This design comes from an exercise in tuning for small area on the open sky130 flow, not from production work. In this exercise RTL edits were held to simulation tests only and were not proved equivalent to the original.

**design/flow/constraint.sdc**
```tcl
create_clock -name core_clock -period 5.0 [get_ports {clk}]
set_input_delay 1.0000 -clock core_clock [delete_from_list [all_inputs] [get_ports {clk}]]
set_output_delay 1.0000 -clock core_clock [all_outputs]
set_load 0.01 [all_outputs]
```
**design/flow/standard.sh**
```bash
#!/bin/bash
# synth_recipe.tcl (not shown) runs the flow's synth.tcl, then flattens the netlist and writes it again
# the make line also repeats each setting of config.mk as NAME=value (left out here)
make -C /OpenROAD-flow-scripts/flow DESIGN_CONFIG=/design/flow/config.mk WORK_HOME=/design/flow/orfs CLKGATE_MAP_FILE= SYNTH_SCRIPT=/design/flow/synth_recipe.tcl "${@:-finish}"
```
**design/flow/config.mk**
```make
export PLATFORM = sky130hd
export DESIGN_NAME = pulse_arrays
export DESIGN_NICKNAME = pulse_arrays
export VERILOG_FILES = /design/flow/design.v
export SDC_FILE = /design/flow/constraint.sdc
export NUM_CORES = 4
export LEC_CHECK = 0
export CAP_MARGIN = 20
export CORE_MARGIN = 2
export CORE_UTILIZATION = 45
export PLACE_DENSITY = 0.65
export SLEW_MARGIN = 20
export SYNTH_HIERARCHICAL = 1
```
**design/flow/flow/run.sh**
```bash
#!/bin/bash
# The standard layout flow, with two changes:
# - the buffers that buffer_ports puts on every input and output port are the
#   smallest buffer cell (buf_1) instead of the cell buffer_ports picks;
# - clock tree synthesis inserts no dummy loads (its other arguments are the
#   ones the standard flow derives from config.mk).
set -euo pipefail
export BUFFER_PORTS_ARGS="-buffer_cell sky130_fd_sc_hd__buf_1"
export CTS_ARGS="-sink_clustering_enable -repair_clock_nets -sink_clustering_size 10 -sink_clustering_max_diameter 50 -buf_list sky130_fd_sc_hd__clkbuf_4 -dont_use_dummy_load"
bash standard.sh finish > standard.log 2>&1
```
**design/flow/design.v**
```verilog
module pulse_arrays_fa (input wire a, input wire b, input wire c, output wire s, output wire co);
    assign {co, s} = a + b + c;
endmodule
module pulse_arrays_ha (input wire a, input wire b, output wire s, output wire co);
    assign {co, s} = a + b;
endmodule
module pulse_arrays_sel (input wire s1, input wire b1, input wire s2, input wire b2,
                         input wire s3, input wire b3, output wire yn);
    assign yn = ~((s1 & b1) | (s2 & b2) | (s3 & b3));
endmodule
module pulse_arrays_mac (
    input  wire [7:0]  a,
    input  wire [7:0]  b,
    input  wire [9:1]  t,
    input  wire [15:0] acc,
    input  wire        nfirst,
    output wire [15:0] y
);
    wire s1_0 = a[0] & ~a[1];
    wire s2_0 = ~a[0] & a[1];
    wire s3_0 = a[0] & a[1];
    wire s1_1 = a[2] & ~a[3];
    wire s2_1 = ~a[2] & a[3];
    wire s3_1 = a[2] & a[3];
    wire s1_2 = a[4] & ~a[5];
    wire s2_2 = ~a[4] & a[5];
    wire s3_2 = a[4] & a[5];
    wire s1_3 = a[6] & ~a[7];
    wire s2_3 = ~a[6] & a[7];
    wire s3_3 = a[6] & a[7];
    wire ppn_0_0 = ~((s1_0 & b[0]) | (s3_0 & b[0]));
    wire ppn_0_1;
    pulse_arrays_sel u_pp_0_1 (.s1(s1_0), .b1(b[1]), .s2(s2_0), .b2(b[0]), .s3(s3_0), .b3(t[1]), .yn(ppn_0_1));
    wire ppn_0_2;
    pulse_arrays_sel u_pp_0_2 (.s1(s1_0), .b1(b[2]), .s2(s2_0), .b2(b[1]), .s3(s3_0), .b3(t[2]), .yn(ppn_0_2));
    wire ppn_0_3;
    pulse_arrays_sel u_pp_0_3 (.s1(s1_0), .b1(b[3]), .s2(s2_0), .b2(b[2]), .s3(s3_0), .b3(t[3]), .yn(ppn_0_3));
    wire ppn_0_4;
    pulse_arrays_sel u_pp_0_4 (.s1(s1_0), .b1(b[4]), .s2(s2_0), .b2(b[3]), .s3(s3_0), .b3(t[4]), .yn(ppn_0_4));
    wire ppn_0_5;
    pulse_arrays_sel u_pp_0_5 (.s1(s1_0), .b1(b[5]), .s2(s2_0), .b2(b[4]), .s3(s3_0), .b3(t[5]), .yn(ppn_0_5));
    wire ppn_0_6;
    pulse_arrays_sel u_pp_0_6 (.s1(s1_0), .b1(b[6]), .s2(s2_0), .b2(b[5]), .s3(s3_0), .b3(t[6]), .yn(ppn_0_6));
    wire ppn_0_7;
    pulse_arrays_sel u_pp_0_7 (.s1(s1_0), .b1(b[7]), .s2(s2_0), .b2(b[6]), .s3(s3_0), .b3(t[7]), .yn(ppn_0_7));
    wire ppn_0_8 = ~((s2_0 & b[7]) | (s3_0 & t[8]));
    wire ppn_0_9 = ~((s3_0 & t[9]));
    wire ppn_1_0 = ~((s1_1 & b[0]) | (s3_1 & b[0]));
    wire ppn_1_1;
    pulse_arrays_sel u_pp_1_1 (.s1(s1_1), .b1(b[1]), .s2(s2_1), .b2(b[0]), .s3(s3_1), .b3(t[1]), .yn(ppn_1_1));
    wire ppn_1_2;
    pulse_arrays_sel u_pp_1_2 (.s1(s1_1), .b1(b[2]), .s2(s2_1), .b2(b[1]), .s3(s3_1), .b3(t[2]), .yn(ppn_1_2));
    wire ppn_1_3;
    pulse_arrays_sel u_pp_1_3 (.s1(s1_1), .b1(b[3]), .s2(s2_1), .b2(b[2]), .s3(s3_1), .b3(t[3]), .yn(ppn_1_3));
    wire ppn_1_4;
    pulse_arrays_sel u_pp_1_4 (.s1(s1_1), .b1(b[4]), .s2(s2_1), .b2(b[3]), .s3(s3_1), .b3(t[4]), .yn(ppn_1_4));
    wire ppn_1_5;
    pulse_arrays_sel u_pp_1_5 (.s1(s1_1), .b1(b[5]), .s2(s2_1), .b2(b[4]), .s3(s3_1), .b3(t[5]), .yn(ppn_1_5));
    wire ppn_1_6;
    pulse_arrays_sel u_pp_1_6 (.s1(s1_1), .b1(b[6]), .s2(s2_1), .b2(b[5]), .s3(s3_1), .b3(t[6]), .yn(ppn_1_6));
    wire ppn_1_7;
    pulse_arrays_sel u_pp_1_7 (.s1(s1_1), .b1(b[7]), .s2(s2_1), .b2(b[6]), .s3(s3_1), .b3(t[7]), .yn(ppn_1_7));
    wire ppn_1_8 = ~((s2_1 & b[7]) | (s3_1 & t[8]));
    wire ppn_1_9 = ~((s3_1 & t[9]));
    wire ppn_2_0 = ~((s1_2 & b[0]) | (s3_2 & b[0]));
    wire ppn_2_1;
    pulse_arrays_sel u_pp_2_1 (.s1(s1_2), .b1(b[1]), .s2(s2_2), .b2(b[0]), .s3(s3_2), .b3(t[1]), .yn(ppn_2_1));
    wire ppn_2_2;
    pulse_arrays_sel u_pp_2_2 (.s1(s1_2), .b1(b[2]), .s2(s2_2), .b2(b[1]), .s3(s3_2), .b3(t[2]), .yn(ppn_2_2));
    wire ppn_2_3;
    pulse_arrays_sel u_pp_2_3 (.s1(s1_2), .b1(b[3]), .s2(s2_2), .b2(b[2]), .s3(s3_2), .b3(t[3]), .yn(ppn_2_3));
    wire ppn_2_4;
    pulse_arrays_sel u_pp_2_4 (.s1(s1_2), .b1(b[4]), .s2(s2_2), .b2(b[3]), .s3(s3_2), .b3(t[4]), .yn(ppn_2_4));
    wire ppn_2_5;
    pulse_arrays_sel u_pp_2_5 (.s1(s1_2), .b1(b[5]), .s2(s2_2), .b2(b[4]), .s3(s3_2), .b3(t[5]), .yn(ppn_2_5));
    wire ppn_2_6;
    pulse_arrays_sel u_pp_2_6 (.s1(s1_2), .b1(b[6]), .s2(s2_2), .b2(b[5]), .s3(s3_2), .b3(t[6]), .yn(ppn_2_6));
    wire ppn_2_7;
    pulse_arrays_sel u_pp_2_7 (.s1(s1_2), .b1(b[7]), .s2(s2_2), .b2(b[6]), .s3(s3_2), .b3(t[7]), .yn(ppn_2_7));
    wire ppn_2_8 = ~((s2_2 & b[7]) | (s3_2 & t[8]));
    wire ppn_2_9 = ~((s3_2 & t[9]));
    wire ppn_3_0 = ~((s1_3 & b[0]) | (s3_3 & b[0]));
    wire ppn_3_1;
    pulse_arrays_sel u_pp_3_1 (.s1(s1_3), .b1(b[1]), .s2(s2_3), .b2(b[0]), .s3(s3_3), .b3(t[1]), .yn(ppn_3_1));
    wire ppn_3_2;
    pulse_arrays_sel u_pp_3_2 (.s1(s1_3), .b1(b[2]), .s2(s2_3), .b2(b[1]), .s3(s3_3), .b3(t[2]), .yn(ppn_3_2));
    wire ppn_3_3;
    pulse_arrays_sel u_pp_3_3 (.s1(s1_3), .b1(b[3]), .s2(s2_3), .b2(b[2]), .s3(s3_3), .b3(t[3]), .yn(ppn_3_3));
    wire ppn_3_4;
    pulse_arrays_sel u_pp_3_4 (.s1(s1_3), .b1(b[4]), .s2(s2_3), .b2(b[3]), .s3(s3_3), .b3(t[4]), .yn(ppn_3_4));
    wire ppn_3_5;
    pulse_arrays_sel u_pp_3_5 (.s1(s1_3), .b1(b[5]), .s2(s2_3), .b2(b[4]), .s3(s3_3), .b3(t[5]), .yn(ppn_3_5));
    wire ppn_3_6;
    pulse_arrays_sel u_pp_3_6 (.s1(s1_3), .b1(b[6]), .s2(s2_3), .b2(b[5]), .s3(s3_3), .b3(t[6]), .yn(ppn_3_6));
    wire ppn_3_7;
    pulse_arrays_sel u_pp_3_7 (.s1(s1_3), .b1(b[7]), .s2(s2_3), .b2(b[6]), .s3(s3_3), .b3(t[7]), .yn(ppn_3_7));
    wire ppn_3_8 = ~((s2_3 & b[7]) | (s3_3 & t[8]));
    wire ppn_3_9 = ~((s3_3 & t[9]));
    wire [15:0] accn = ~(acc & {16{nfirst}});
    wire s0, c0;
    pulse_arrays_fa u1 (.a(accn[0]), .b(ppn_0_0), .c(1'b1), .s(s0), .co(c0));
    wire s1, c1;
    pulse_arrays_fa u2 (.a(accn[1]), .b(ppn_0_1), .c(c0), .s(s1), .co(c1));
    wire s2, c2;
    pulse_arrays_fa u3 (.a(accn[2]), .b(ppn_0_2), .c(ppn_1_0), .s(s2), .co(c2));
    wire s3, c3;
    pulse_arrays_fa u4 (.a(s2), .b(c1), .c(1'b1), .s(s3), .co(c3));
    wire s4, c4;
    pulse_arrays_fa u5 (.a(accn[3]), .b(ppn_0_3), .c(ppn_1_1), .s(s4), .co(c4));
    wire s5, c5;
    pulse_arrays_fa u6 (.a(c2), .b(s4), .c(c3), .s(s5), .co(c5));
    wire s6, c6;
    pulse_arrays_fa u7 (.a(accn[4]), .b(ppn_0_4), .c(ppn_1_2), .s(s6), .co(c6));
    wire s7, c7;
    pulse_arrays_fa u8 (.a(ppn_2_0), .b(c4), .c(s6), .s(s7), .co(c7));
    wire s8, c8;
    pulse_arrays_fa u9 (.a(accn[5]), .b(ppn_0_5), .c(ppn_1_3), .s(s8), .co(c8));
    wire s9, c9;
    pulse_arrays_fa u10 (.a(ppn_2_1), .b(c6), .c(s8), .s(s9), .co(c9));
    wire s10, c10;
    pulse_arrays_fa u11 (.a(accn[6]), .b(ppn_0_6), .c(ppn_1_4), .s(s10), .co(c10));
    wire s11, c11;
    pulse_arrays_fa u12 (.a(ppn_2_2), .b(ppn_3_0), .c(c8), .s(s11), .co(c11));
    wire s12, c12;
    pulse_arrays_fa u13 (.a(s10), .b(c9), .c(1'b1), .s(s12), .co(c12));
    wire s13, c13;
    pulse_arrays_fa u14 (.a(accn[7]), .b(ppn_0_7), .c(ppn_1_5), .s(s13), .co(c13));
    wire s14, c14;
    pulse_arrays_fa u15 (.a(ppn_2_3), .b(ppn_3_1), .c(c10), .s(s14), .co(c14));
    wire s15, c15;
    pulse_arrays_fa u16 (.a(s13), .b(c11), .c(s14), .s(s15), .co(c15));
    wire s16, c16;
    pulse_arrays_fa u17 (.a(accn[8]), .b(ppn_0_8), .c(ppn_1_6), .s(s16), .co(c16));
    wire s17, c17;
    pulse_arrays_fa u18 (.a(ppn_2_4), .b(ppn_3_2), .c(c13), .s(s17), .co(c17));
    wire s18, c18;
    pulse_arrays_fa u19 (.a(s16), .b(c14), .c(s17), .s(s18), .co(c18));
    wire s19, c19;
    pulse_arrays_fa u20 (.a(accn[9]), .b(ppn_0_9), .c(ppn_1_7), .s(s19), .co(c19));
    wire s20, c20;
    pulse_arrays_fa u21 (.a(ppn_2_5), .b(ppn_3_3), .c(c16), .s(s20), .co(c20));
    wire s21, c21;
    pulse_arrays_fa u22 (.a(s19), .b(c17), .c(s20), .s(s21), .co(c21));
    wire s22, c22;
    pulse_arrays_fa u23 (.a(accn[10]), .b(ppn_1_8), .c(ppn_2_6), .s(s22), .co(c22));
    wire s23, c23;
    pulse_arrays_fa u24 (.a(ppn_3_4), .b(c19), .c(s22), .s(s23), .co(c23));
    wire s24, c24;
    pulse_arrays_fa u25 (.a(c20), .b(s23), .c(1'b1), .s(s24), .co(c24));
    wire s25, c25;
    pulse_arrays_fa u26 (.a(accn[11]), .b(ppn_1_9), .c(ppn_2_7), .s(s25), .co(c25));
    wire s26, c26;
    pulse_arrays_fa u27 (.a(ppn_3_5), .b(c22), .c(s25), .s(s26), .co(c26));
    wire s27, c27;
    pulse_arrays_fa u28 (.a(c23), .b(s26), .c(1'b1), .s(s27), .co(c27));
    wire s28, c28;
    pulse_arrays_fa u29 (.a(accn[12]), .b(ppn_2_8), .c(ppn_3_6), .s(s28), .co(c28));
    wire s29, c29;
    pulse_arrays_fa u30 (.a(c25), .b(s28), .c(c26), .s(s29), .co(c29));
    wire s30, c30;
    pulse_arrays_fa u31 (.a(accn[13]), .b(ppn_2_9), .c(ppn_3_7), .s(s30), .co(c30));
    wire s31, c31;
    pulse_arrays_fa u32 (.a(c28), .b(s30), .c(1'b1), .s(s31), .co(c31));
    wire s32, c32;
    pulse_arrays_fa u33 (.a(accn[14]), .b(ppn_3_8), .c(c30), .s(s32), .co(c32));
    wire s33 = accn[15] ^ ppn_3_9 ^ c32;
    wire s34, c34;
    pulse_arrays_ha u35 (.a(s7), .b(c5), .s(s34), .co(c34));
    wire s35, c35;
    pulse_arrays_ha u36 (.a(c7), .b(s9), .s(s35), .co(c35));
    wire s36, c36;
    pulse_arrays_ha u37 (.a(s11), .b(s12), .s(s36), .co(c36));
    wire s37, c37;
    pulse_arrays_ha u38 (.a(c12), .b(s15), .s(s37), .co(c37));
    wire s38, c38;
    pulse_arrays_ha u39 (.a(c15), .b(s18), .s(s38), .co(c38));
    wire s39, c39;
    pulse_arrays_ha u40 (.a(c18), .b(s21), .s(s39), .co(c39));
    wire s40, c40;
    pulse_arrays_ha u41 (.a(c21), .b(s24), .s(s40), .co(c40));
    wire s41, c41;
    pulse_arrays_ha u42 (.a(c24), .b(s27), .s(s41), .co(c41));
    wire s42, c42;
    pulse_arrays_ha u43 (.a(s29), .b(c27), .s(s42), .co(c42));
    wire s43, c43;
    pulse_arrays_ha u44 (.a(s31), .b(c29), .s(s43), .co(c43));
    wire s44, c44;
    pulse_arrays_ha u45 (.a(c31), .b(s32), .s(s44), .co(c44));
    wire p45 = ~s33;
    wire gg46 = c34 | s34;
    wire gg47 = c35 | (s35 & gg46);
    wire pq47 = s35 & 1'b0;
    wire gg48 = c37 | (s37 & c36);
    wire pq48 = s37 & s36;
    wire gg49 = c39 | (s39 & c38);
    wire pq49 = s39 & s38;
    wire gg50 = c41 | (s41 & c40);
    wire pq50 = s41 & s40;
    wire gg51 = c43 | (s43 & c42);
    wire pq51 = s43 & s42;
    wire gg52 = s33 | (p45 & c44);
    wire pq52 = p45 & s44;
    wire gg53 = gg48 | (pq48 & gg47);
    wire pq53 = pq48 & pq47;
    wire gg54 = gg50 | (pq50 & gg49);
    wire pq54 = pq50 & pq49;
    wire gg55 = gg52 | (pq52 & gg51);
    wire pq55 = pq52 & pq51;
    wire gg56 = gg54 | (pq54 & gg53);
    wire pq56 = pq54 & pq53;
    wire gg57 = gg55 | (pq55 & gg56);
    wire pq57 = pq55 & pq56;
    wire gg58 = gg49 | (pq49 & gg53);
    wire pq58 = pq49 & pq53;
    wire gg59 = gg51 | (pq51 & gg56);
    wire pq59 = pq51 & pq56;
    wire gg60 = c36 | (s36 & gg47);
    wire pq60 = s36 & pq47;
    wire gg61 = c38 | (s38 & gg53);
    wire pq61 = s38 & pq53;
    wire gg62 = c40 | (s40 & gg58);
    wire pq62 = s40 & pq58;
    wire gg63 = c42 | (s42 & gg56);
    wire pq63 = s42 & pq56;
    wire gg64 = c44 | (s44 & gg59);
    wire pq64 = s44 & pq59;
    assign y = {~(p45 ^ gg64), ~(s44 ^ gg59), ~(s43 ^ gg63), ~(s42 ^ gg56), ~(s41 ^ gg62), ~(s40 ^ gg58), ~(s39 ^ gg61), ~(s38 ^ gg53), ~(s37 ^ gg60), ~(s36 ^ gg47), ~(s35 ^ gg46), ~(s34 ^ 1'b1), ~s5, ~s3, ~s1, ~s0};
endmodule
module pulse_arrays #(
    parameter   WIDTH_left     =   8,
    parameter   WIDTH_up       =   8,
    parameter   WIDTH_out      =   16,
    parameter   Mritx_M   =   4,
    parameter   Mritx_N   =   4,
    parameter   Mritx_L   =   4,
    parameter   Mritx_LOG2_size  =   10
)(
    input   clk,
    input   rst,
    input   wire    valid_left,
    input   wire    valid_up,
    input   wire  [31:0]   left,
    input   wire  [31:0]   up,
    output  reg     ready,
    output  wire  [63:0]   product
);
reg  [4:0] cnt;      
reg        nfirst;   
reg        last;     
always @(posedge clk) begin
    if (!rst) begin
        cnt   <= 5'd0;
        ready <= 1'b0;
        nfirst <= 1'b1;
        last   <= 1'b0;
    end else begin
        nfirst <= (cnt[1:0] != 2'd2);
        last   <= (cnt[1:0] == 2'd1);
        if (cnt == 5'd0) begin
            ready <= 1'b1;
            if (valid_left & valid_up)
                cnt <= 5'd1;
        end else begin
            ready <= (cnt == 5'd24);
            cnt   <= (cnt == 5'd24) ? 5'd0 : cnt + 5'd1;
        end
    end
end
reg  [7:0] b [0:15];
integer n;
always @(posedge clk) begin
    for (n = 1; n < 16; n = n + 1)
        if (n % 4 != 0) b[n] <= b[n-1];
    b[0]  <= valid_up ? up[7:0]   : b[15];
    b[4]  <= valid_up ? up[15:8]  : b[3];
    b[8]  <= valid_up ? up[23:16] : b[7];
    b[12] <= valid_up ? up[31:24] : b[11];
end
reg  [9:1] t;
wire [9:1] t_next;
wire [8:1] tc;
pulse_arrays_ha t1 (.a(b[1][1]), .b(b[1][0]), .s(t_next[1]), .co(tc[1]));
genvar x;
generate
    for (x = 2; x < 8; x = x + 1) begin : t3
        pulse_arrays_fa f (.a(b[1][x]), .b(b[1][x-1]), .c(tc[x-1]), .s(t_next[x]), .co(tc[x]));
    end
endgenerate
pulse_arrays_ha t8 (.a(b[1][7]), .b(tc[7]), .s(t_next[8]), .co(t_next[9]));
always @(posedge clk)
    t <= t_next;
reg  [7:0]  a0 [0:3], a1 [0:3], a2 [0:3], a3 [0:3];
reg  [15:0] acc [0:3];
reg  [15:0] r0 [0:3], r1 [0:3], r2 [0:3];
wire [15:0] sum [0:3];
genvar i;
generate
    for (i = 0; i < 4; i = i + 1) begin : row
        pulse_arrays_mac mac (
            .a   (a2[i]),
            .b   (b[2]),
            .t   (t),
            .acc (acc[i]),
            .nfirst(nfirst),
            .y   (sum[i])
        );
        always @(posedge clk) begin
            a0[i]  <= valid_left ? left[8*i +: 8] : a3[i];
            a1[i]  <= a0[i];
            a2[i]  <= a1[i];
            a3[i]  <= a2[i];
            acc[i] <= sum[i];
            r0[i]  <= last ? sum[i] : r2[i];
            r1[i]  <= r0[i];
            r2[i]  <= r1[i];
        end
        assign product[16*i +: 16] = r0[i];
    end
endgenerate
endmodule
```
==> impl_metrics.env, run 1 <==
export IMPL_status="finished clean"
export IMPL_antenna_found_initial=3
export IMPL_die_h_um=209
export IMPL_cp_cell_sequence="nor2b_2, a222oi_1, fa_1, fa_1, fa_1, ha_1, or2_1, ha_1, o211ai_1, nand2_1, a21o_1, a31o_1, ha_1, nor2_1, xnor2_1, xnor2_1, mux2_2"
export IMPL_io_buffers=132
export IMPL_dr_pass1_iters=14
export IMPL_syn_inst=1368
export IMPL_area_growth_pct=10.3
export IMPL_die_area_sq_um=43700
export IMPL_path_max_fanout=7
export IMPL_synthFlopType="dfxtp_1"
export IMPL_wl_met3_um=3380
export IMPL_setup_violations=0
export IMPL_path_class="flop to flop"
export IMPL_crit_path_end_kind="flop"
export IMPL_start_util_pct=45.3
export IMPL_worstHoldPathType="flop to flop"
export IMPL_num_nets_final=1880
export IMPL_ios=133
export IMPL_dr_wl_met2_um=17300
export IMPL_clk_latency_ns=0.84
export IMPL_drc=0
export IMPL_finClkSkew_ns=0.0951
export IMPL_htreeDepth=2
export IMPL_mostFrequentLayoutCell="dfxtp_1"
export IMPL_die_x_um=209
export IMPL_gp_congestion=0.906
export IMPL_yosys_cell_types_count=35
export IMPL_crit_buf_inv=0
export IMPL_cts_hold_buf=0
export IMPL_numCtsBuffers=61
export IMPL_ant_nets=0
export IMPL_cp_depth=17
export IMPL_dp_cells=2074
export IMPL_worst_pin_slew_ns=0.972
export IMPL_yosysTopAreaCell="dfxtp_1"
export IMPL_cts_root_buf="clkbuf_4"
export IMPL_core_area_sq_um=41800
export IMPL_cpPeakStageDelay_ns=0.51
export IMPL_yosys_top_cells_area="dfxtp_1 (56%), fa_1 (15%), mux2_2 (8.6%), a222oi_1 (5.9%), ha_1 (4.9%)"
export IMPL_path_delay_family="adder cells"
export IMPL_slew_violations=0
export IMPL_async_flop_share_pct=0
export IMPL_synth_top_cell_area_share_pct=55.9
export IMPL_clk_pin_slew_ns=0.10
export IMPL_critPathArrivalTime_ns=5.43
export IMPL_yosysSeqAreaShare_pct=55.9
export IMPL_fp_row_count=75
export IMPL_period_share_pct=95.0
export IMPL_grt_usage_pct=18.5
export IMPL_fin_tns_setup_ns=0
export IMPL_seq_area_sq_um=10600
export IMPL_syn_avg_cell_area_sq_um=13.8
export IMPL_highest_layer="met5"
export IMPL_vias_per_cell=5.26
export IMPL_met1_length_um=17500
export IMPL_grt_pass1_vias=11900
export IMPL_routed_wl_um=39400
export IMPL_worst_endpoint_required_ns=5.68
export IMPL_drive_above_1_share_pct=17.0
export IMPL_overflow=0
export IMPL_critPathSlowestCell="fa_1"
export IMPL_dp_hpwl_um=27900
export IMPL_clockBufferDepth=3
export IMPL_multi_input_area_sq_um=8130
export IMPL_wire_per_inst_um=18.4
export IMPL_synth_enable_flop_cells=0
export IMPL_clock_sinks=529
export IMPL_worstRegToRegCells=17
export IMPL_ys_warn_count=25
export IMPL_num_fill_cells=3634
export IMPL_first_iter_violations=1534
export IMPL_tritoncts="done"
export IMPL_synth_cell_area_sq_um=18900
export IMPL_synth_seq_cells=529
export IMPL_fin_crit_ns=4.75
export IMPL_grt_pass1_wl_um=63200
export IMPL_relSlewSlack_pct=35.2
export IMPL_hold_viol=0
export IMPL_instances_no_fill=2140
export IMPL_grt_max_degree=35
export IMPL_worst_hold_path_num_cells=0
export IMPL_crit_path_start_kind="flop"
export IMPL_vias=11200
export IMPL_max_freq_mhz=211
export IMPL_final_cell_mix="dfxtp_1 (524), mux2_2 (144), fa_1 (137), nand2_1 (133), buf_1 (130)"
export IMPL_drv_cap=0
per-module statistics from Yosys, one instance, submodules excluded:
module / flip-flops and latches / cell area [sq um]
pulse_arrays: 529 / 12300
pulse_arrays_mac: 0 / 537
pulse_arrays_fa: 0 / 20.0
pulse_arrays_ha: 0 / 12.5
pulse_arrays_sel: 0 / 10.0
timing repair:
item	4_1_cts	5_1_grt
gates resized for setup	0	10
setup endpoints to repair	0	4
setup buffers	0	1
cell families after synthesis:
group                    synth area share [%]
AO/OA/AOI/OAI                            7.36
XOR/XNOR                                 1.55
adder cells (fa/ha/maj)                  19.5
buffers and inverters                    1.60
flip-flops                               55.9
multiplexers                             8.62
other                                  0.0793
AND/OR/NAND/NOR                          5.36
cell type report:
class,count,area share (%)
timing repair buffer,176,4.11
tap,539,3.23
sequential,529,50.7
antenna,3,0.0359
inverter,44,0.791
multi-input combinational,788,38.9
clock buffer,61,2.19
routing by layer:
layer  global-route usage [%]  vias up
li1                         -     5253
met1                     25.0     5431
met2                     28.2      472
met3                     4.99       88
met4                     7.81        2
met5                        0        -
through the flow:
| stage | setup slack (ns) | utilization, % | area [sq um] | hold slack (ns) |
|---|---|---|---|---|
| detailed placement | 0.147 | 48.8 | 20400 | 0.312 |
| finish | 0.250 | 50.0 | 20900 | 0.295 |
| global route | -0.000843 | 50.0 | 20900 | 0.303 |
| floorplan | 0.273 | - | 19000 | 0.310 |
| global placement | 0.306 | 48.8 | 20400 | 0.310 |
| CTS | 0.122 | 49.9 | 20800 | 0.267 |
path summary, 6_finish.rpt:
| path | startpoint | end | slack (ns) |
|---|---|---|---|
| hold reg to reg | a1[1][3]$_DFF_P_ | a2[1][3]$_DFF_P_ | 0.29 |
| setup reg to reg | a2[2][0]$_DFF_P_ | r0[2][15]$_DFF_P_ | 0.25 |
| setup / recovery | a2[2][0]$_DFF_P_ | r0[2][15]$_DFF_P_ | 0.25 |
| hold / removal | a1[1][3]$_DFF_P_ | a2[1][3]$_DFF_P_ | 0.29 |
registers in the layout, indices dropped and copies added, names as in the netlist:
register / flops
a1: 32
r0: 64
b: 128
last: 1
r1: 64
t: 9
r2: 64
nfirst: 1
cnt: 5
acc: 64
a3: 32
a2: 32
ready: 1
a0: 32
synthesized netlist by cell type (6+ instances only):
cell type,number
dfxtp_1,529
mux2_2,144
fa_1,138
nand2_1,133
a222oi_1,112
ha_1,74
inv_1,44
nor2b_1,33
nor2_1,25
and2_1,17
buf_2,17
xor2_1,17
xnor2_1,9
a21o_1,8
a21oi_1,8
or2_1,8
clkbuf_1,6
nand3_1,6
==> inputs of run 2 (changes only) <==
--- a/design/flow/config.mk
+++ b/design/flow/config.mk
@@ -7,7 +7,7 @@
 export LEC_CHECK = 0
 export CAP_MARGIN = 20
 export CORE_MARGIN = 2
-export CORE_UTILIZATION = 45
-export PLACE_DENSITY = 0.65
+export CORE_UTILIZATION = 60
+export PLACE_DENSITY = 0.75
 export SLEW_MARGIN = 20
 export SYNTH_HIERARCHICAL = 1
==> run 2 against run 1 <==
  * Clock skew increased by 0.026 ns
  * Critical path depth did not move
==> impl_metrics.env, run 2 <==
export IMPL_path_max_fanout=8
export IMPL_yosys_cell_types_count=35
export IMPL_max_flop_register="b"
export IMPL_slew_violations=0
export IMPL_synthFlopType="dfxtp_1"
export IMPL_synth_cell_area_sq_um=18900
export IMPL_drive_above_1_share_pct=16.6
export IMPL_overflow=0
export IMPL_clock_sinks=529
export IMPL_critPathArrivalTime_ns=5.35
export IMPL_htreeDepth=2
export IMPL_relSlewSlack_pct=41.9
export IMPL_ys_warn_count=25
export IMPL_finClkSkew_ns=0.121
export IMPL_tritoncts="done"
export IMPL_cts_root_buf="clkbuf_4"
export IMPL_ff2ff_setup_slack_ns=0.23
export IMPL_grt_pass1_vias=11700
export IMPL_start_util_pct=60.5
export IMPL_io_buffers=132
export IMPL_grt_usage_pct=23.5
export IMPL_syn_avg_cell_area_sq_um=13.8
export IMPL_clk_latency_ns=0.77
export IMPL_die_x_um=182
export IMPL_synth_seq_cells=529
export IMPL_status="finished clean"
export IMPL_gp_congestion=0.889
export IMPL_final_cell_mix="dfxtp_1 (525), mux2_2 (144), fa_1 (138), nand2_1 (133), buf_1 (130)"
export IMPL_drv_cap=0
export IMPL_first_iter_violations=1432
export IMPL_clockBufferDepth=3
export IMPL_ant_nets=0
export IMPL_vias_per_cell=5.65
export IMPL_num_nets_final=1871
export IMPL_ios=133
export IMPL_synth_enable_flop_cells=0
export IMPL_syn_inst=1368
export IMPL_final_core_util_pct=66.1
export IMPL_synth_top_cell_area_share_pct=55.9
export IMPL_die_h_um=182
export IMPL_worstHoldPathType="flop to flop"
export IMPL_fp_row_count=65
export IMPL_max_freq_mhz=210
export IMPL_crit_path_start_kind="flop"
export IMPL_hold_viol=0
export IMPL_die_area_sq_um=33000
export IMPL_worst_pin_slew_ns=0.871
export IMPL_largest_reg_flops=128
export IMPL_grt_pass1_wl_um=61200
export IMPL_synth_common_cells="dfxtp_1 (529), mux2_2 (144), fa_1 (138)"
export IMPL_core_area_sq_um=31300
export IMPL_crit_path_end_kind="flop"
export IMPL_drc=0
export IMPL_numCtsBuffers=61
export IMPL_clk_pin_slew_ns=0.11
export IMPL_cp_cell_sequence="and2_2, a222oi_1, fa_1, fa_1, fa_1, ha_1, or2_1, ha_1, o211ai_1, nand2_1, a21o_1, a31o_1, ha_1, nor2_1, xnor2_1, xnor2_1, mux2_2"
export IMPL_dp_hpwl_um=26100
export IMPL_mostFrequentLayoutCell="dfxtp_1"
export IMPL_yosysMostFrequentCell="dfxtp_1"
export IMPL_fin_crit_ns=4.77
export IMPL_grt_max_degree=37
export IMPL_period_share_pct=95.4
export IMPL_vias=11300
export IMPL_rsz0062_at_grt="true"
export IMPL_dr_pass1_iters=13
export IMPL_routed_wl_um=37600
export IMPL_cpPeakStageDelay_ns=0.51
export IMPL_wire_per_inst_um=18.9
export IMPL_setup_violations=0
export IMPL_yosys_top_cells_area="dfxtp_1 (56%), fa_1 (15%), mux2_2 (8.6%), a222oi_1 (5.9%), ha_1 (4.9%)"
export IMPL_yosysTopAreaCell="dfxtp_1"
export IMPL_area_growth_pct=9.28
export IMPL_critPathSlowestCell="fa_1"
export IMPL_antenna_found_initial=3
export IMPL_yosysSeqAreaShare_pct=55.9
export IMPL_async_flop_share_pct=0
export IMPL_worst_endpoint_required_ns=5.58
export IMPL_path_class="flop to flop"
## run 2: worst paths after layout
kind                         start           endpoint  cells past startpoint
setup / recovery  a2[2][1]$_DFF_P_  r0[2][15]$_DFF_P_                     17
hold / removal    r1[1][5]$_DFF_P_   r2[1][5]$_DFF_P_                      0
setup reg to reg  a2[2][1]$_DFF_P_  r0[2][15]$_DFF_P_                     17
hold reg to reg   r1[1][5]$_DFF_P_   r2[1][5]$_DFF_P_                      0
## run 2: final cells by class
class	count	area [sq um]
flip-flops and latches	529	10600
multi-input cells	788	8130
fillers	2312	10600
well taps	402	503
clock buffers	61	458
repair buffers	167	831
inverters	44	165
diodes	1	2.50
## run 2: logic make-up after synthesis
kind of cell	synth area share, %
adder cells (fa/ha/maj)	19.5
AND/OR/NAND/NOR	5.36
other	0.0793
AO/OA/AOI/OAI	7.36
XOR/XNOR	1.55
multiplexers	8.62
buffers and inverters	1.60
flip-flops	55.9
## run 2: modules after synthesis, one instance, submodules excluded
| module | cells inside | times used | cell area (sq um) |
|---|---|---|---|
| pulse_arrays_ha | 1 | 46 | 12.5 |
| pulse_arrays | 704 | 1 | 12300 |
| pulse_arrays_fa | 1 | 138 | 20.0 |
| pulse_arrays_sel | 1 | 112 | 10.0 |
| pulse_arrays_mac | 92 | 4 | 537 |
## run 2: what timing repair did
action | in CTS | in global routing
buffers inserted | 0 | 1
gates resized for setup | 0 | 13
hold buffers | 0 | 0
endpoints found under the setup margin | 0 | 4
## run 2: critical path: cells and delay by family, from the launching register on
family,cells,cell delay [ns]
AO/OA/AOI/OAI,4,0.95
XOR/XNOR,2,0.25
AND/OR/NAND/NOR,4,0.76
multiplexers,1,0.26
flip-flops,1,0.36
adder cells (fa/ha/maj),6,2.04
## run 2: metal layers
metal / up-vias / global-route usage [%] / share of wire, %
li1: 5239 / - / -
met4: 2 / 8.00 / 3.1
met3: 108 / 5.62 / 8.2
met1: 5360 / 31.5 / 43
met5: - / 0 / 0.035
met2: 552 / 37.7 / 46
## run 2: stage by stage
step                      instance area (sq um)  hold slack [ns]  worst slack, ns  cells  TNS [ns]
after floorplan                           19000            0.310            0.273   1388         0
final                                     20700            0.239            0.228   1992         0
after global routing                      20700            0.233          -0.0242   1992   -0.0242
after detailed placement                  20200            0.312            0.169   1929         0
after CTS                                 20600            0.239           0.0846   1990         0
after global placement                    20200            0.310            0.320   1929         0
==> inputs of run 3 (changes only) <==
--- a/design/flow/design.v
+++ b/design/flow/design.v
@@ -122,7 +122,7 @@
     wire s11, c11;
     pulse_arrays_fa u12 (.a(ppn_2_2), .b(ppn_3_0), .c(c8), .s(s11), .co(c11));
     wire s12, c12;
-    pulse_arrays_fa u13 (.a(s10), .b(c9), .c(1'b1), .s(s12), .co(c12));
+    pulse_arrays_fa u13 (.a(s10), .b(c9), .c(s11), .s(s12), .co(c12));
     wire s13, c13;
     pulse_arrays_fa u14 (.a(accn[7]), .b(ppn_0_7), .c(ppn_1_5), .s(s13), .co(c13));
     wire s14, c14;
@@ -146,13 +146,13 @@
     wire s23, c23;
     pulse_arrays_fa u24 (.a(ppn_3_4), .b(c19), .c(s22), .s(s23), .co(c23));
     wire s24, c24;
-    pulse_arrays_fa u25 (.a(c20), .b(s23), .c(1'b1), .s(s24), .co(c24));
+    pulse_arrays_fa u25 (.a(c20), .b(s23), .c(c21), .s(s24), .co(c24));
     wire s25, c25;
     pulse_arrays_fa u26 (.a(accn[11]), .b(ppn_1_9), .c(ppn_2_7), .s(s25), .co(c25));
     wire s26, c26;
     pulse_arrays_fa u27 (.a(ppn_3_5), .b(c22), .c(s25), .s(s26), .co(c26));
     wire s27, c27;
-    pulse_arrays_fa u28 (.a(c23), .b(s26), .c(1'b1), .s(s27), .co(c27));
+    pulse_arrays_fa u28 (.a(c23), .b(s26), .c(c24), .s(s27), .co(c27));
     wire s28, c28;
     pulse_arrays_fa u29 (.a(accn[12]), .b(ppn_2_8), .c(ppn_3_6), .s(s28), .co(c28));
     wire s29, c29;
@@ -160,7 +160,7 @@
     wire s30, c30;
     pulse_arrays_fa u31 (.a(accn[13]), .b(ppn_2_9), .c(ppn_3_7), .s(s30), .co(c30));
     wire s31, c31;
-    pulse_arrays_fa u32 (.a(c28), .b(s30), .c(1'b1), .s(s31), .co(c31));
+    pulse_arrays_fa u32 (.a(c28), .b(s30), .c(c29), .s(s31), .co(c31));
     wire s32, c32;
     pulse_arrays_fa u33 (.a(accn[14]), .b(ppn_3_8), .c(c30), .s(s32), .co(c32));
     wire s33 = accn[15] ^ ppn_3_9 ^ c32;
@@ -168,36 +168,32 @@
     pulse_arrays_ha u35 (.a(s7), .b(c5), .s(s34), .co(c34));
     wire s35, c35;
     pulse_arrays_ha u36 (.a(c7), .b(s9), .s(s35), .co(c35));
-    wire s36, c36;
-    pulse_arrays_ha u37 (.a(s11), .b(s12), .s(s36), .co(c36));
+    wire p36 = ~s12;
     wire s37, c37;
     pulse_arrays_ha u38 (.a(c12), .b(s15), .s(s37), .co(c37));
     wire s38, c38;
     pulse_arrays_ha u39 (.a(c15), .b(s18), .s(s38), .co(c38));
     wire s39, c39;
     pulse_arrays_ha u40 (.a(c18), .b(s21), .s(s39), .co(c39));
-    wire s40, c40;
-    pulse_arrays_ha u41 (.a(c21), .b(s24), .s(s40), .co(c40));
-    wire s41, c41;
-    pulse_arrays_ha u42 (.a(c24), .b(s27), .s(s41), .co(c41));
+    wire p40 = ~s24;
+    wire p41 = ~s27;
     wire s42, c42;
     pulse_arrays_ha u43 (.a(s29), .b(c27), .s(s42), .co(c42));
-    wire s43, c43;
-    pulse_arrays_ha u44 (.a(s31), .b(c29), .s(s43), .co(c43));
+    wire p43 = ~s31;
     wire s44, c44;
-    pulse_arrays_ha u45 (.a(c31), .b(s32), .s(s44), .co(c44));
+    pulse_arrays_ha u45 (.a(s32), .b(c31), .s(s44), .co(c44));
     wire p45 = ~s33;
     wire gg46 = c34 | s34;
     wire gg47 = c35 | (s35 & gg46);
     wire pq47 = s35 & 1'b0;
-    wire gg48 = c37 | (s37 & c36);
-    wire pq48 = s37 & s36;
+    wire gg48 = c37 | (s37 & s12);
+    wire pq48 = s37 & p36;
     wire gg49 = c39 | (s39 & c38);
     wire pq49 = s39 & s38;
-    wire gg50 = c41 | (s41 & c40);
-    wire pq50 = s41 & s40;
-    wire gg51 = c43 | (s43 & c42);
-    wire pq51 = s43 & s42;
+    wire gg50 = s27 | (p41 & s24);
+    wire pq50 = p41 & p40;
+    wire gg51 = s31 | (p43 & c42);
+    wire pq51 = p43 & s42;
     wire gg52 = s33 | (p45 & c44);
     wire pq52 = p45 & s44;
     wire gg53 = gg48 | (pq48 & gg47);
@@ -214,17 +210,17 @@
     wire pq58 = pq49 & pq53;
     wire gg59 = gg51 | (pq51 & gg56);
     wire pq59 = pq51 & pq56;
-    wire gg60 = c36 | (s36 & gg47);
-    wire pq60 = s36 & pq47;
+    wire gg60 = s12 | (p36 & gg47);
+    wire pq60 = p36 & pq47;
     wire gg61 = c38 | (s38 & gg53);
     wire pq61 = s38 & pq53;
-    wire gg62 = c40 | (s40 & gg58);
-    wire pq62 = s40 & pq58;
+    wire gg62 = s24 | (p40 & gg58);
+    wire pq62 = p40 & pq58;
     wire gg63 = c42 | (s42 & gg56);
     wire pq63 = s42 & pq56;
     wire gg64 = c44 | (s44 & gg59);
     wire pq64 = s44 & pq59;
-    assign y = {~(p45 ^ gg64), ~(s44 ^ gg59), ~(s43 ^ gg63), ~(s42 ^ gg56), ~(s41 ^ gg62), ~(s40 ^ gg58), ~(s39 ^ gg61), ~(s38 ^ gg53), ~(s37 ^ gg60), ~(s36 ^ gg47), ~(s35 ^ gg46), ~(s34 ^ 1'b1), ~s5, ~s3, ~s1, ~s0};
+    assign y = {~(p45 ^ gg64), ~(s44 ^ gg59), ~(p43 ^ gg63), ~(s42 ^ gg56), ~(p41 ^ gg62), ~(p40 ^ gg58), ~(s39 ^ gg61), ~(s38 ^ gg53), ~(s37 ^ gg60), ~(p36 ^ gg47), ~(s35 ^ gg46), ~(s34 ^ 1'b1), ~s5, ~s3, ~s1, ~s0};
 endmodule
 module pulse_arrays #(
     parameter   WIDTH_left     =   8,
--- a/design/flow/config.mk
+++ b/design/flow/config.mk
@@ -7,7 +7,7 @@
 export LEC_CHECK = 0
 export CAP_MARGIN = 20
 export CORE_MARGIN = 2
-export CORE_UTILIZATION = 60
-export PLACE_DENSITY = 0.75
+export CORE_UTILIZATION = 50
+export PLACE_DENSITY = 0.65
 export SLEW_MARGIN = 20
 export SYNTH_HIERARCHICAL = 1
==> run 3 against run 2 <==
  * Largest cell class unchanged
  * Final cell count increased by 1.6%
  * Utilization decreased by 10 points
  * Still clean
  * Synthesized cell count decreased by 2.6%
  * First-iteration DRC count increased by 9.7%
==> impl_metrics.env, run 3 <==
export IMPL_critPathLaunch="a2[1][1]$_DFF_P_"
export IMPL_synth_top_cell_area_share_pct=56.8
export IMPL_clockBufferDepth=3
export IMPL_cts_root_buf="clkbuf_4"
export IMPL_cts_hold_buf=0
export IMPL_grt_usage_pct=20.4
export IMPL_largest_reg_flops=128
export IMPL_hold_viol=0
export IMPL_yosysTopAreaCell="dfxtp_1"
export IMPL_crit_path_end_kind="flop"
export IMPL_clk_pin_slew_ns=0.10
export IMPL_dp_hpwl_um=27100
export IMPL_reg2reg_from="a2[1][1]$_DFF_P_"
export IMPL_dp_cells=1954
export IMPL_vias_per_cell=5.40
export IMPL_htreeDepth=3
export IMPL_synth_cell_area_sq_um=18700
export IMPL_final_cell_mix="dfxtp_1 (527), mux2_2 (144), fa_1 (138), buf_1 (130), nand2_1 (113)"
export IMPL_wire_per_inst_um=19.0
export IMPL_numCtsBuffers=66
export IMPL_yosys_cell_types_count=35
export IMPL_grt_pass1_vias=11300
export IMPL_max_flop_register="b"
export IMPL_synth_common_cells="dfxtp_1 (529), mux2_2 (144), fa_1 (138)"
export IMPL_drc=0
export IMPL_relSlewSlack_pct=43.4
export IMPL_num_fill_cells=3083
export IMPL_gp_congestion=0.946
export IMPL_grt_max_degree=35
export IMPL_period_share_pct=95.4
export IMPL_dpl_cell_area_sq_um=20000
export IMPL_finClkSkew_ns=0.0731
export IMPL_tritoncts="done"
export IMPL_fin_tns_setup_ns=0
export IMPL_dr_pass1_iters=13
export IMPL_rsz0062_at_grt="false"
export IMPL_status="finished clean"
export IMPL_die_area_sq_um=38900
export IMPL_worst_hold_slack_ns=0.267
export IMPL_fin_crit_ns=4.77
export IMPL_yosys_top_cells_area="dfxtp_1 (57%), fa_1 (15%), mux2_2 (8.7%), a222oi_1 (6.0%), ha_1 (3.9%)"
export IMPL_fp_row_count=70
export IMPL_setup_violations=0
export IMPL_instances_no_fill=2023
export IMPL_clk_latency_ns=0.76
export IMPL_crit_path_start_kind="flop"
export IMPL_num_nets_final=1818
export IMPL_fin_ws_ns=0.229
export IMPL_synthFlopType="dfxtp_1"
export IMPL_yosysSeqAreaShare_pct=56.8
export IMPL_overflow=0
export IMPL_path_max_fanout=8
export IMPL_core_area_sq_um=36700
export IMPL_drv_cap=0
export IMPL_max_freq_mhz=210
export IMPL_syn_avg_cell_area_sq_um=14.0
export IMPL_clock_sinks=529
export IMPL_yosysMostFrequentCell="dfxtp_1"
export IMPL_place_ws_ns=0.200
export IMPL_vias=10900
export IMPL_io_buffers=132
export IMPL_path_class="flop to flop"
export IMPL_final_core_util_pct=55.9
export IMPL_die_x_um=197
export IMPL_worst_endpoint_required_ns=5.64
export IMPL_hold_start="b[12][4]$_DFF_P_"
export IMPL_drive_above_1_share_pct=17.7
export IMPL_start_util_pct=50.8
export IMPL_finalInstanceArea_sq_um=20500
export IMPL_ys_warn_count=25
export IMPL_area_growth_pct=9.88
export IMPL_critPathArrivalTime_ns=5.42
export IMPL_routed_wl_um=38300
export IMPL_die_h_um=197
export IMPL_ios=133
export IMPL_grt_pass1_wl_um=61200
export IMPL_worst_pin_slew_ns=0.849
export IMPL_mostFrequentLayoutCell="dfxtp_1"
export IMPL_slew_violations=0
export IMPL_synth_seq_cells=529
export IMPL_syn_inst=1332
export IMPL_first_iter_violations=1571
export IMPL_ant_nets=0
export IMPL_worstHoldPathType="flop to flop"
export IMPL_async_flop_share_pct=0
export IMPL_antenna_found_initial=2
export IMPL_synth_enable_flop_cells=0
run 3: cell types whose count changed after synthesis, moves of 8 or more:
cell,delta
ha_1,-16
xnor2_1,+12
nand2_1,-20
or2_1,-8
xor2_1,-8
run 3: path summary, 6_finish.rpt:
path,slack (ns),depth (start not counted),end
worst max-delay path,0.23,16,r0[1][15]$_DFF_P_
worst min-delay path,0.27,0,b[13][4]$_DFF_P_
worst max register to register,0.23,16,r0[1][15]$_DFF_P_
worst min register to register,0.27,0,b[13][4]$_DFF_P_
run 3: logic make-up after synthesis:
logic type      Yosys count  synth area share [%]
other cells               4                0.0804
compound gates          135                  6.85
mux                     145                  8.74
simple gates            222                  5.81
fa+ha+maj               196                  18.7
xor+xnor                 30                  1.41
flops                   529                  56.8
buf+inv                  71                  1.65
run 3: final cells by class:
class                   count  area, sq um  area share [%]
flip-flops and latches    529        10600            51.7
multi-input cells         736         7780            38.0
repair buffers            177          873            4.26
well taps                 468          586            2.86
clock buffers              66          495            2.42
inverters                  44          165           0.806
diodes                      3         7.51          0.0366
run 3: Yosys stat by module (local to each module, per instance):
module | times used | cells inside
pulse_arrays_mac | 4 | 87
pulse_arrays_ha | 30 | 1
pulse_arrays_sel | 112 | 1
pulse_arrays | 1 | 704
pulse_arrays_fa | 138 | 1
run 3: routing by layer:
layer / wire length, um / vias to the layer above / share of wire, % / track usage, %
li1: - / 5132 / - / -
met2: 16800 / 500 / 44 / 31.0
met4: 1080 / 0 / 2.8 / 7.55
met1: 17100 / 5202 / 45 / 27.8
met5: 0 / - / 0 / 0
met3: 3370 / 96 / 8.8 / 6.04
run 3: worst max-delay path, cell delays in order, from the launching register on:
cell and delay [ns]:
dfxtp_1 0.36, and2_1 0.26, a222oi_1 0.41, fa_1 0.52, fa_1 0.46, fa_1 0.38
ha_1 0.31, or2_2 0.30, ha_1 0.21, or3_4 0.39, nand4_2 0.12, a31oi_1 0.11
ha_1 0.20, nor2_1 0.14, xnor2_1 0.15, xnor2_1 0.09, mux2_2 0.26
run 3: what timing repair did:
action,CTS,global route
gates resized for setup,0,3
setup buffers,0,0
setup endpoints to repair,0,5
==> inputs of run 4 (changes only) <==
--- a/design/flow/config.mk
+++ b/design/flow/config.mk
@@ -7,7 +7,8 @@
 export LEC_CHECK = 0
 export CAP_MARGIN = 20
 export CORE_MARGIN = 2
-export CORE_UTILIZATION = 50
-export PLACE_DENSITY = 0.65
+export CORE_UTILIZATION = 60
+export GPL_TIMING_DRIVEN = 0
+export PLACE_DENSITY = 0.75
 export SLEW_MARGIN = 20
 export SYNTH_HIERARCHICAL = 1
==> run 4 against run 3 <==
  * Final cell count shrank 4.7%
  * Maximum frequency fell by 0.26%
  * Critical endpoint is now r0[0][15]$_DFF_P_
  * Still clean
  * Critical path type unchanged
  * Clock skew up 0.050 ns
==> impl_metrics.env, run 4 <==
export IMPL_status="finished clean"
export IMPL_fp_row_count=64
export IMPL_yosys_area_share_adder_pct=18.7
export IMPL_htreeDepth=2
export IMPL_yosysSeqAreaShare_pct=56.8
export IMPL_tritoncts="done"
export IMPL_worst_endpoint_required_ns=5.61
export IMPL_antenna_found_initial=1
export IMPL_synth_top_cell_area_share_pct=56.8
export IMPL_vias=11100
export IMPL_yosys_top_cells_area="dfxtp_1 (57%), fa_1 (15%), mux2_2 (8.7%), a222oi_1 (6.0%), ha_1 (3.9%)"
export IMPL_rsz0062_at_grt="false"
export IMPL_largest_reg_flops=128
export IMPL_dp_hpwl_um=25200
export IMPL_clockBufferDepth=3
export IMPL_drc=0
export IMPL_max_freq_mhz=209
export IMPL_setup_violations=0
export IMPL_numCtsBuffers=61
export IMPL_async_flop_share_pct=0
export IMPL_num_nets_final=1796
export IMPL_syn_avg_cell_area_sq_um=14.0
export IMPL_grt_pass1_wl_um=59600
export IMPL_dpl_cell_area_sq_um=19700
export IMPL_synth_top_family_by_area="adder cells"
export IMPL_path_common_cell="fa_1"
export IMPL_path_max_fanout=7
export IMPL_syn_inst=1332
export IMPL_critPathArrivalTime_ns=5.39
export IMPL_synth_cell_area_sq_um=18700
export IMPL_clk_pin_slew_ns=0.11
export IMPL_overflow=0
export IMPL_path_delay_family="adder cells"
export IMPL_worstHoldPathType="flop to flop"
export IMPL_yosysMostFrequentCell="dfxtp_1"
export IMPL_wire_per_inst_um=19.5
export IMPL_clock_sinks=529
export IMPL_ios=133
export IMPL_instances_no_fill=1927
export IMPL_cts_root_buf="clkbuf_4"
export IMPL_synth_enable_flop_cells=0
export IMPL_final_cell_mix="dfxtp_1 (513), mux2_2 (144), fa_1 (138), buf_1 (130), nand2_1 (113)"
export IMPL_synth_seq_cells=529
export IMPL_gp_congestion=0.898
export IMPL_synth_xor_area_share_pct=1.41
export IMPL_crit_path_end_kind="flop"
export IMPL_relSlewSlack_pct=34.6
export IMPL_synthFlopType="dfxtp_1"
export IMPL_crit_buf_inv=1
export IMPL_yosys_mux_area_fraction_pct=8.74
export IMPL_vias_per_cell=5.74
export IMPL_synth_compound_area_share_pct=6.85
export IMPL_finalInstanceArea_sq_um=20200
export IMPL_grt_max_degree=34
export IMPL_cp_cell_sequence="clkbuf_4, nand2_1, fa_1, fa_1, fa_1, fa_1, ha_1, or2_2, ha_1, or3_4, nand4_2, a31oi_1, ha_1, nor2_1, xnor2_1, xnor2_1, mux2_2"
export IMPL_ys_warn_count=25
export IMPL_area_growth_pct=8.47
export IMPL_routed_wl_um=37700
export IMPL_yosys_cell_types_count=35
export IMPL_io_buffers=130
export IMPL_dr_pass1_iters=11
export IMPL_ant_nets=0
export IMPL_dp_cells=1863
export IMPL_yosysTopAreaCell="dfxtp_1"
export IMPL_cts_hold_buf=0
export IMPL_slew_violations=0
export IMPL_start_util_pct=61.0
export IMPL_crit_path_start_kind="flop"
export IMPL_drv_cap=0
export IMPL_die_x_um=180
export IMPL_first_iter_violations=1690
export IMPL_critPathSlowestCell="fa_1"
export IMPL_clk_latency_ns=0.78
export IMPL_cpPeakStageDelay_ns=0.44
export IMPL_synth_common_cells="dfxtp_1 (529), mux2_2 (144), fa_1 (138)"
export IMPL_fin_crit_ns=4.78
export IMPL_finClkSkew_ns=0.123
export IMPL_path_class="flop to flop"
export IMPL_hold_viol=0
export IMPL_synthSimpleGateAreaFrac_pct=5.81
export IMPL_worst_pin_slew_ns=0.979
export IMPL_max_flop_register="b"
export IMPL_die_area_sq_um=32500
export IMPL_grt_usage_pct=23.0
export IMPL_core_area_sq_um=30600
export IMPL_fin_tns_setup_ns=0
export IMPL_die_h_um=180
export IMPL_drive_above_1_share_pct=17.5
export IMPL_grt_pass1_vias=11300
export IMPL_period_share_pct=95.7
export IMPL_mostFrequentLayoutCell="dfxtp_1"
==> run 4: per-stage QoR <==
| step | hold WS, ns | util (%) | worst slack [ns] |
|---|---|---|---|
| 2_1_floorplan | 0.310 | - | 0.267 |
| 5_1_grt | 0.263 | 66.2 | 0.00314 |
| 3_3_place_gp | 0.310 | 64.3 | -0.640 |
| 6_report | 0.255 | 66.2 | 0.217 |
| 3_5_place_dp | 0.312 | 64.4 | 0.00341 |
| 4_1_cts | 0.222 | 65.9 | 0.0104 |
==> run 4: routing by layer <==
| layer | vias to the layer above | global-route usage [%] | share of wire (%) |
|---|---|---|---|
| met5 | - | 0 | 0 |
| met3 | 111 | 4.59 | 8.7 |
| li1 | 5086 | - | - |
| met1 | 5327 | 31.6 | 42 |
| met4 | 0 | 9.06 | 3.5 |
| met2 | 537 | 36.1 | 45 |
==> run 4: layout make-up <==
cell class | count | area [sq um]
plain buffers | 27 | 150
fillers | 2354 | 10300
multi-input cells | 736 | 7790
flip-flops and latches | 529 | 10600
clock buffers | 61 | 458
repair buffers | 133 | 548
inverters | 44 | 165
well taps | 396 | 495
diodes | 1 | 2.50
==> run 4: timing repair <==
action,4_1_cts,5_1_grt
buffers inserted,0,1
resized for setup,1,26
pin swaps,0,4
endpoints found under the setup margin,2,7
cloned,0,1
==> run 4: worst paths after layout <==
kind / cells after the start / slack [ns] / end / from
worst min register to register: 0 / 0.26 / a2[3][6]$_DFF_P_ / a1[3][6]$_DFF_P_
worst max-delay path: 17 / 0.22 / r0[0][15]$_DFF_P_ / nfirst$_SDFF_PN1_
worst max register to register: 17 / 0.22 / r0[0][15]$_DFF_P_ / nfirst$_SDFF_PN1_
worst min-delay path: 0 / 0.26 / a2[3][6]$_DFF_P_ / a1[3][6]$_DFF_P_
==> run 4: logic make-up after synthesis <==
logic type / after synthesis
AOI/OAI and AO/OA: 135
DFF: 529
adders and majority gates: 196
muxes: 145
and+or+nand+nor: 222
buffers and inverters: 71
other: 4
xor gates and xnor gates: 30
==> run 4: modules after synthesis, one instance, submodules excluded <==
module,cells inside,flops+latches,area [sq um]
pulse_arrays,704,529,12300
pulse_arrays_ha,1,0,12.5
pulse_arrays_sel,1,0,10.0
pulse_arrays_mac,87,0,519
pulse_arrays_fa,1,0,20.0
==> inputs of run 5 (changes only) <==
--- a/design/flow/config.mk
+++ b/design/flow/config.mk
@@ -8,7 +8,6 @@
 export CAP_MARGIN = 20
 export CORE_MARGIN = 2
 export CORE_UTILIZATION = 60
-export GPL_TIMING_DRIVEN = 0
 export PLACE_DENSITY = 0.75
 export SLEW_MARGIN = 20
 export SYNTH_HIERARCHICAL = 1
==> run 5 against run 4 <==
  * First-iteration DRC count down 12%
  * Still clean
  * Clock skew rose by 0.022 ns
  * Sequential share of layout area shrank 0.60 points
  * Clock-buffer cell count unchanged
  * Largest cell class unchanged
  * Non-clock buffer count increased by 11
  * Sequential cell count stayed put
  * Highest routed layer unchanged
  * Maximum frequency up 0.63%
  * Setup slack improved by 0.030 ns
  * Final area rose by 0.88%
  * Die area unchanged
==> impl_metrics.env, run 5 <==
export IMPL_drv_cap=0
export IMPL_clock_sinks=529
export IMPL_tritoncts="done"
export IMPL_synth_cell_area_sq_um=18700
export IMPL_critPathLaunch="t[2]$_DFF_P_"
export IMPL_crit_path_start_kind="flop"
export IMPL_ant_nets=0
export IMPL_met3_usage_pct=3.84
export IMPL_hold_start="r1[1][13]$_DFF_P_"
export IMPL_grt_busiest_layer="met2"
export IMPL_yosysSeqAreaShare_pct=56.8
export IMPL_slew_violations=0
export IMPL_fin_tns_setup_ns=0
export IMPL_core_area_sq_um=30600
export IMPL_num_nets_final=1807
export IMPL_drive_above_1_share_pct=17.4
export IMPL_syn_inst=1332
export IMPL_setup_violations=0
export IMPL_finClkSkew_ns=0.145
export IMPL_post_cts_resized=0
export IMPL_grt_pass1_wl_um=60800
export IMPL_num_fill_cells=2290
export IMPL_worstHoldPathType="flop to flop"
export IMPL_die_h_um=180
export IMPL_vias=11000
export IMPL_clk_pin_slew_ns=0.11
export IMPL_start_util_pct=61.0
export IMPL_worst_endpoint_required_ns=5.61
export IMPL_rsz0062_at_grt="false"
export IMPL_antenna_found_initial=1
export IMPL_yosys_cell_types_count=35
export IMPL_max_freq_mhz=210
export IMPL_die_area_sq_um=32500
export IMPL_dp_hpwl_um=25600
export IMPL_ys_warn_count=25
export IMPL_async_flop_share_pct=0
export IMPL_fp_row_count=64
export IMPL_grt_use_met1_pct=32.0
export IMPL_clockBufferDepth=3
export IMPL_routed_wl_um=37600
export IMPL_synthFlopType="dfxtp_1"
export IMPL_seq_area_sq_um=10600
export IMPL_grt_usage_pct=23.3
export IMPL_synth_top_cell_area_share_pct=56.8
export IMPL_yosysTopAreaCell="dfxtp_1"
export IMPL_worst_pin_slew_ns=0.848
export IMPL_dr_pass1_iters=12
export IMPL_fin_crit_ns=4.75
export IMPL_io_buffers=132
export IMPL_synth_seq_cells=529
export IMPL_die_x_um=180
export IMPL_htreeDepth=2
export IMPL_grtUsageMet2_pct=37.2
export IMPL_synth_enable_flop_cells=0
export IMPL_drc=0
export IMPL_final_core_util_pct=66.7
export IMPL_yosysMostFrequentCell="dfxtp_1"
export IMPL_gp_congestion=0.869
export IMPL_relSlewSlack_pct=43.5
export IMPL_status="finished clean"
export IMPL_cts_root_buf="clkbuf_4"
export IMPL_grt_pass1_vias=11600
export IMPL_path_max_fanout=12
export IMPL_grt_max_degree=51
export IMPL_period_share_pct=95.1
export IMPL_first_iter_violations=1485
export IMPL_final_cell_mix="dfxtp_1 (525), mux2_2 (144), fa_1 (138), buf_1 (130), nand2_1 (113)"
export IMPL_reg2reg_from="t[2]$_DFF_P_"
export IMPL_numCtsBuffers=61
export IMPL_cts_hold_buf=0
export IMPL_crit_path_end_kind="flop"
export IMPL_syn_avg_cell_area_sq_um=14.0
export IMPL_clk_latency_ns=0.79
export IMPL_hold_viol=0
export IMPL_vias_per_cell=5.69
export IMPL_critPathArrivalTime_ns=5.36
export IMPL_ios=133
export IMPL_largest_reg_flops=128
export IMPL_wire_per_inst_um=19.4
export IMPL_cts_setup_buffers=0
export IMPL_overflow=0
export IMPL_path_class="flop to flop"
export IMPL_mostFrequentLayoutCell="dfxtp_1"
export IMPL_area_growth_pct=9.42
export IMPL_yosys_top_cells_area="dfxtp_1 (57%), fa_1 (15%), mux2_2 (8.7%), a222oi_1 (6.0%), ha_1 (3.9%)"
export IMPL_multi_input_area_sq_um=7790
export IMPL_max_flop_register="b"
export IMPL_synth_common_cells="dfxtp_1 (529), mux2_2 (144), fa_1 (138)"
run 5: cell types whose count changed in the layout (fill, tap and decap cells not counted), moves of 6 or more:
cell,previous run,this run
buf_12,1,8
dfxtp_1,513,525
dfxtp_2,8,2
dfxtp_4,8,2
buf_2,18,0
buf_4,6,30
run 5: final cells by class:
cell class | instances | share of cell area, %
Antenna cell | 1 | 0.0123
Clock buffer | 61 | 2.24
Inverter | 44 | 0.809
Multi-Input combinational cell | 736 | 38.1
Sequential cell | 529 | 51.9
Tap cell | 396 | 2.43
Timing Repair Buffer | 171 | 4.45
run 5: kinds of logic (layout without fill, tap and decap cells):
group	after synthesis	after routing	share of synthesized area, %
AOI/OAI and AO/OA	135	135	6.85
xor gates and xnor gates	30	30	1.41
adders and majority gates	196	196	18.7
buffers and inverters	71	276	1.65
DFF	529	529	56.8
muxes	145	145	8.74
other	4	9	0.0804
and+or+nand+nor	222	222	5.81
run 5: through the flow:
| step | cells | hold WS (ns) | worst slack (ns) | instance area (sq um) |
|---|---|---|---|---|
| after floorplan | 1336 | 0.310 | 0.267 | 18700 |
| after global placement | 1875 | 0.310 | 0.291 | 19900 |
| after detailed placement | 1875 | 0.312 | 0.183 | 19900 |
| after CTS | 1936 | 0.172 | 0.101 | 20400 |
| after global routing | 1938 | 0.190 | 0.00204 | 20400 |
| final | 1938 | 0.184 | 0.246 | 20400 |
run 5: worst paths after layout:
path                       endpoint  cells after the start  slack, ns
hold reg to reg   r2[1][13]$_DFF_P_                      0       0.18
setup reg to reg  r0[0][15]$_DFF_P_                     16       0.25
hold / removal    r2[1][13]$_DFF_P_                      0       0.18
setup / recovery  r0[0][15]$_DFF_P_                     16       0.25
run 5: critical path, cell delays in order, from the launching register on:
cell and delay, ns:
dfxtp_1 0.34, buf_4 0.19, a222oi_1 0.42, fa_1 0.53, fa_1 0.45, fa_1 0.38
ha_1 0.31, or2_2 0.30, ha_1 0.20, or3_4 0.38, nand4_2 0.12, a31oi_1 0.10
ha_1 0.21, nor2_2 0.13, xnor2_1 0.14, xnor2_1 0.10, mux2_2 0.27
run 5: per-layer routing:
metal / share of wire, % / vias up
met2: 46 / 506
met3: 7.4 / 100
li1: - / 5110
met4: 3.3 / 0
met5: 0 / -
met1: 43 / 5315
run 5: Yosys stat by module (local to each module, per instance):
| module | flops+latches | copies in the design | cells inside | area, sq um |
|---|---|---|---|---|
| pulse_arrays | 529 | 1 | 704 | 12300 |
| pulse_arrays_mac | 0 | 4 | 87 | 519 |
| pulse_arrays_fa | 0 | 138 | 1 | 20.0 |
| pulse_arrays_ha | 0 | 30 | 1 | 12.5 |
| pulse_arrays_sel | 0 | 112 | 1 | 10.0 |

-- re-timing with driven ports --
In the flow no input, the clock included, has a driving cell. The finished layouts below were timed again as built, in two steps. Step 1: set_driving_cell puts a clkbuf_16 on clk and a buf_2 on each other input, an assumption about the parent block. Step 2, shift: input delay + t, output delay - t, t = (earliest + latest rising clock arrival at the registers) / 2. This alone moves slack from input paths to output paths. Three values: ideal, step 1, step 2; two values: the first two.
| run | shift t [ns] | slack for setup (ns) | clock arrival spread, ns | worst register clock-pin slew, ns |
|---|---|---|---|---|
| run 1 | 0.841 | 0.250 / 0.250 / 0.250 | 0.096 / 0.096 | 0.11 / 0.11 |
| run 2 | 0.756 | 0.228 / 0.228 / 0.228 | 0.125 / 0.125 | 0.11 / 0.11 |
| run 3 | 0.776 | 0.229 / 0.229 / 0.229 | 0.073 / 0.073 | 0.11 / 0.11 |
| run 4 | 0.760 | 0.217 / 0.217 / 0.217 | 0.135 / 0.136 | 0.11 / 0.11 |
| run 5 | 0.764 | 0.246 / 0.246 / 0.246 | 0.145 / 0.145 | 0.11 / 0.11 |
After both steps every run listed still meets setup and hold.
